Source: an optimization exercise on an open RTL-to-GDS flow (aim: small area). Production flows keep margins and buffers that such runs may drop.
In this exercise RTL edits were held to simulation tests only and were not proved equivalent to the original.
Power is estimated from default activity; no workload was simulated.

==> flow/design.v (excerpt) <==
module DDRControlModule(input clk, input reset,
    input  io_init_calib_complete,
    input  io_mig_data_valid,
    input  io_mig_rdy,
    input  io_mig_wdf_rdy,
    input [127:0] io_data_from_mig,
    input  io_ram_en,
    input  io_ram_write,
    input [29:0] io_ram_addr,
    input [255:0] io_data_to_ram,
    output[2:0] io_cmd_to_mig,
    output io_app_en,
    output io_ram_rdy,
    output io_app_wdf_wren,
    output io_app_wdf_end,
    output[26:0] io_addr_to_mig,
    output[127:0] io_data_to_mig,
    output[255:0] io_data_to_cpu,
    output[4:0] io_state_to_cpu
);
Size: ~290 flip-flops, about 850 I/O pins, about 13000 µm² of cells after synthesis.
Settings: LEC_CHECK=0, CAP_MARGIN=0, CORE_AREA=5 5 235 235, DIE_AREA=0 0 240 240, SLEW_MARGIN=0, SYNTH_HIERARCHICAL=1; clock period 7.0 ns.
standard.sh (not shown) runs the stock make flow with config.mk's settings and CLKGATE_MAP_FILE= SYNTH_SCRIPT=/design/flow/synth_recipe.tcl, a recipe that flattens the netlist after the stock synthesis.
==> flow/flow/run.sh <==
#!/bin/bash
# Own layout flow: the standard flow (standard.sh, unchanged synthesis) with
#  - port buffers made of the smallest buffer cell (buf_1) instead of ORFS's default pick,
#  - a clock tree of clkbuf_8 with sink clusters of up to 16 and no dummy loads.
# Each ORFS step writes its own log under orfs/logs; make's output goes to flow_make.log.
set -euo pipefail
export BUFFER_PORTS_ARGS="-buffer_cell sky130_fd_sc_hd__buf_1"
export CTS_ARGS="-sink_clustering_enable -repair_clock_nets -sink_clustering_size 16 -sink_clustering_max_diameter 60 -buf_list sky130_fd_sc_hd__clkbuf_8 -dont_use_dummy_load"
bash standard.sh finish > flow_make.log 2>&1
==> next run, changes <==
--- a/flow/flow/run.sh
+++ b/flow/flow/run.sh
@@ -7,3 +7,3 @@
 export BUFFER_PORTS_ARGS="-buffer_cell sky130_fd_sc_hd__buf_1"
-export CTS_ARGS="-sink_clustering_enable -repair_clock_nets -sink_clustering_size 16 -sink_clustering_max_diameter 60 -buf_list sky130_fd_sc_hd__clkbuf_8 -dont_use_dummy_load"
+export CTS_ARGS="-sink_clustering_enable -repair_clock_nets -sink_clustering_size 24 -sink_clustering_max_diameter 100 -buf_list {sky130_fd_sc_hd__clkbuf_4 sky130_fd_sc_hd__clkbuf_8 sky130_fd_sc_hd__clkbuf_16} -dont_use_dummy_load"
 bash standard.sh finish > flow_make.log 2>&1
CAP_MARGIN = 20   (was 0)
CORE_AREA = 5 5 245 245   (was 5 5 235 235)
DIE_AREA = 0 0 250 250   (was 0 0 240 240)
SLEW_MARGIN = 20   (was 0)
Combinational power rises by about 5%.
Routed wire length falls by about 2%.
Register-to-register slack improved by 440 ps.
Cell count rises by 2.1%.
Synthesized cell count stays the same.
Worst hold slack improved by 5.2 ps.
Die area rises by about 9%.
Sequential share of layout area falls by 0.30 points.
Maximum frequency rises by 8.9%.
==> next run, changes <==
==> flow/run.sh (new file) <==
#!/bin/bash
# synth_recipe.tcl (not shown) runs the flow's synth.tcl, then flattens the netlist and writes it again
# the make line also repeats each setting of config.mk as NAME=value (left out here)
make -C /OpenROAD-flow-scripts/flow DESIGN_CONFIG=/design/flow/config.mk WORK_HOME=/design/flow/orfs CLKGATE_MAP_FILE= SYNTH_SCRIPT=/design/flow/synth_recipe.tcl finish
CORE_AREA = 5 5 315 315   (was 5 5 245 245)
DIE_AREA = 0 0 320 320   (was 0 0 250 250)
removed: flow/flow/run.sh
removed: flow/standard.sh
Worst setup slack loses 690 ps. Cell count rose by 19%. Via count is about the same. Clock power rose by 100%. Routed wire length rose by 24%. Clock-buffer cell count rose by 39. Die area rose by 64%.
==> next run, changes <==
==> flow/flow/run.sh (new file) <==
#!/bin/bash
set -euo pipefail
export BUFFER_PORTS_ARGS="-buffer_cell sky130_fd_sc_hd__buf_1"
export CTS_ARGS="-sink_clustering_enable -repair_clock_nets -sink_clustering_size 30 -sink_clustering_max_diameter 80 -buf_list sky130_fd_sc_hd__clkbuf_16 -dont_use_dummy_load"
bash standard.sh finish > flow_make.log 2>&1
==> flow/standard.sh (new file) <==
#!/bin/bash
# synth_recipe.tcl (not shown) runs the flow's synth.tcl, then flattens the netlist and writes it again
# the make line also repeats each setting of config.mk as NAME=value (left out here)
make -C /OpenROAD-flow-scripts/flow DESIGN_CONFIG=/design/flow/config.mk WORK_HOME=/design/flow/orfs CLKGATE_MAP_FILE= SYNTH_SCRIPT=/design/flow/synth_recipe.tcl "${@:-finish}"
CORE_AREA = 5 5 245 245   (was 5 5 315 315)
DIE_AREA = 0 0 250 250   (was 0 0 320 320)
removed: flow/run.sh
The changed run produced a clean layout. Cell count came out lower by 16%. Synthesized cell count does not change. Global-route usage increases by 4.5 points.

v4:
DDRControlModule again, from the RTL that the note above started with.
// DDRControlModule
module DDRControlModule(input clk, input reset,
    input  io_init_calib_complete,
    input  io_mig_data_valid,
    input  io_mig_rdy,
    input  io_mig_wdf_rdy,
    input [127:0] io_data_from_mig,
    input  io_ram_en,
    input  io_ram_write,
    input [29:0] io_ram_addr,
    input [255:0] io_data_to_ram,
    output[2:0] io_cmd_to_mig,
    output io_app_en,
    output io_ram_rdy,
    output io_app_wdf_wren,
    output io_app_wdf_end,
    output[26:0] io_addr_to_mig,
    output[127:0] io_data_to_mig,
    output[255:0] io_data_to_cpu,
    output[4:0] io_state_to_cpu
);
  reg  [4:0]   state;
  reg  [5:0]   counter;
  reg          ram_write_old;
  reg  [21:0]  ram_addr_old;
  reg  [127:0] lo;
  reg  [127:0] hi;
  wire c = io_init_calib_complete;
  wire v = io_mig_data_valid;
  wire s0  = state == 5'd0;
  wire s16 = state[4] & ~state[0];
  wire s17 = state[4] & state[0];
  wire lowst = ~state[4];
  wire [3:0] sl = state[3:0];
  wire ge1  = counter != 6'd0;
  wire ge3  = counter >= 6'd3;
  wire ge4  = counter >= 6'd4;
  wire ge60 = counter >= 6'd60;
  wire hit  = ~io_ram_addr[25] & (ram_addr_old == io_ram_addr[24:3]) &
              (ram_write_old == io_ram_write);
  wire move = io_ram_en & ~hit;
  wire rsel = state[4] | (state[3] & state[2]);
  wire hsel = state[3] | (state[1] & ~state[2]);
  wire sa = ~rsel & ~hsel;
  wire sb = ~rsel & hsel;
  wire [127:0] op, x, hd, ld;
  wire mismatch = |x;
  wire rb_done = v & ge4;
  wire rb_to   = ~v & ge60;
  reg [4:0] nstate;
  reg       clr;
  always @(*) begin
    nstate = state;
    clr = 1'b0;
    if (s17) begin
      nstate = 5'd0;
    end else if (s16) begin
      if (rb_done) nstate = mismatch ? 5'd13 : 5'd17;
      else if (rb_to) begin nstate = 5'd15; clr = 1'b1; end
    end else begin
      case (sl)
        4'd0:  if (move) begin nstate = io_ram_write ? 5'd1 : 5'd9; clr = 1'b1; end
        4'd1:  if (io_mig_rdy & io_mig_wdf_rdy) begin nstate = 5'd2; clr = 1'b1; end
        4'd2:  if (io_mig_rdy & ge3) begin nstate = 5'd5; clr = 1'b1; end
        4'd3:  if (io_mig_rdy & io_mig_wdf_rdy) begin nstate = 5'd4; clr = 1'b1; end
        4'd4:  if (io_mig_rdy & ge3) begin nstate = 5'd7; clr = 1'b1; end
        4'd5:  if (io_mig_rdy & ge1) begin nstate = 5'd6; clr = 1'b1; end
        4'd6:  if (rb_done) begin nstate = mismatch ? 5'd1 : 5'd3; clr = 1'b1; end
  ...
export LEC_CHECK = 0
export CAP_MARGIN = 20
export CORE_AREA = 5 5 245 245
export CTS_BUF_LIST = sky130_fd_sc_hd__clkbuf_8
export CTS_CLUSTER_SIZE = 40
export DIE_AREA = 0 0 250 250
export SLEW_MARGIN = 20
export SYNTH_HIERARCHICAL = 1
create_clock -name core_clock -period 7.0 [get_ports {clk}]
run.sh (not shown) runs the stock make flow with config.mk's settings and CLKGATE_MAP_FILE= SYNTH_SCRIPT=/design/flow/synth_recipe.tcl, a recipe that flattens the netlist after the stock synthesis.
Stock flow here: none of the scripts above is used.
v4 finished every step from synthesis to the final layout, and the layout passed the timing, DRC and antenna checks.
> inputs changed (v4 -> v30)
Settings: a change of DIE_AREA from 0 0 250 250 to 0 0 240 240; a deleted CTS_CLUSTER_SIZE that had been 40; a change of CORE_AREA from 5 5 245 245 to 5 5 235 235; a deleted CTS_BUF_LIST that had been sky130_fd_sc_hd__clkbuf_8.
==> flow/flow/run.sh (new file) <==
#!/bin/bash
# Own layout flow: the standard flow (standard.sh, unchanged synthesis) with
#  - port buffers made of the smallest buffer cell (buf_1) instead of ORFS's default pick,
#  - a clock tree of clkbuf_8 with sink clusters of up to 16 and no dummy loads.
# Each ORFS step writes its own log under orfs/logs; make's output goes to flow_make.log.
set -euo pipefail
export BUFFER_PORTS_ARGS="-buffer_cell sky130_fd_sc_hd__buf_1"
export CTS_ARGS="-sink_clustering_enable -repair_clock_nets -sink_clustering_size 10 -sink_clustering_max_diameter 40 -buf_list sky130_fd_sc_hd__clkbuf_4 -dont_use_dummy_load"
bash standard.sh finish > flow_make.log 2>&1
==> flow/standard.sh (new file) <==
#!/bin/bash
# synth_recipe.tcl (not shown) runs the flow's synth.tcl, then flattens the netlist and writes it again
# the make line also repeats each setting of config.mk as NAME=value (left out here)
make -C /OpenROAD-flow-scripts/flow DESIGN_CONFIG=/design/flow/config.mk WORK_HOME=/design/flow/orfs CLKGATE_MAP_FILE= SYNTH_SCRIPT=/design/flow/synth_recipe.tcl "${@:-finish}"
removed: flow/run.sh
### Flow results
- v30 improves on v4 in setup slack.
- v30 finished every step from synthesis to the final layout, and the layout passed the timing, DRC and antenna checks.
- v30 vs v4: final RePlAce weighted congestion up
- Diff v4..v30 | part of the Yosys area used for sequential elements | unchanged
- v30 vs v4: minimum clock period after layout down
- Compared v4 against v30; clock transition time at the flip-flop clock pins of the worst setup and hold paths within noise.
- Diff v4 -> v30: switching share of power increased by 7.1 points relative to the old numbers, final standard cell utilization of the core decreased by 7.7 points relative to the old numbers, final cycle utilization of the critical path decreased by 0.55 points relative to the old numbers.
- Portion of the layout cell area used by non-clock buffers (higher): v4
- v4 -> v30: hold slack flat
- Note that the final instance area recorded for v4 amounts to 1.3 times the value seen in v30.
Edits applied to the flow inputs when going from v30 to v50:
Settings: CORE_AREA now 5 5 245 245, was 5 5 235 235; DIE_AREA now 0 0 250 250, was 0 0 240 240.
diff --git a/flow/flow/run.sh b/flow/flow/run.sh
--- a/flow/flow/run.sh
+++ b/flow/flow/run.sh
@@ -6,4 +6,4 @@
 set -euo pipefail
 export BUFFER_PORTS_ARGS="-buffer_cell sky130_fd_sc_hd__buf_1"
-export CTS_ARGS="-sink_clustering_enable -repair_clock_nets -sink_clustering_size 10 -sink_clustering_max_diameter 40 -buf_list sky130_fd_sc_hd__clkbuf_4 -dont_use_dummy_load"
+export CTS_ARGS="-sink_clustering_enable -repair_clock_nets -sink_clustering_size 16 -sink_clustering_max_diameter 60 -buf_list sky130_fd_sc_hd__clkbuf_8 -dont_use_dummy_load"
 bash standard.sh finish > flow_make.log 2>&1
Findings:
Total routing usage reported by global routing on v50 is down relative to v30. Fraction of power spent switching nets: v30 vs v50, no meaningful difference. v50 — wire length reported by the detailed router 2.1% lower, v30 as reference. Between v30 and v50, the aggregate global routing overflow figures differ only marginally. Of v30 and v50, the lower arrival time of the worst setup path belongs to v50. Going from v30 to v50, final instance count without filler cells grows by 1.7%. Cell area after layout: v50 vs v30 up 0.71%.

## re-timing with driven ports
How much do the figures lean on ideal ports? The routed layouts below were timed once more, with nothing changed but the port constraints.
Step 1 (the two cells are an assumption about what drives the block):
set clk [get_ports {clk}]
set_driving_cell -lib_cell sky130_fd_sc_hd__clkbuf_16 $clk
set_driving_cell -lib_cell sky130_fd_sc_hd__buf_2 [delete_from_list [all_inputs] $clk]
Step 2 also shifts input and output timing later by t, the mid clock arrival at the registers, as if the neighbouring blocks saw the same clock.
a / b / c = ideal ports / drivers / drivers and shift; a / b = the first two.
run	t, ns	setup slack, ns	worst setup path at the end	clock arrival spread, ns
the first run of note 1	0.654	1.665 / 1.665 / 1.665	register to register	0.090 / 0.090
the second run of note 1	0.583	2.100 / 2.100 / 1.950	input to register	0.059 / 0.059
the third run of note 1	0.609	1.414 / 1.414 / 1.414	register to register	0.027 / 0.027
the fourth run of note 1	0.587	2.154 / 2.154 / 1.975	input to register	0.056 / 0.057
v4	0.653	1.566 / 1.516 / 1.591	input to register	0.025 / 0.025
v30	0.753	1.604 / 1.604 / 1.604	register to register	0.082 / 0.082
v50	0.659	2.165 / 2.165 / 2.076	input to register	0.087 / 0.088
After both steps setup and hold are still met in every run listed. For the fourth run of note 1, which loses most, drivers alone change the setup slack by 0.000 ns; drivers and shift together by -0.179 ns.
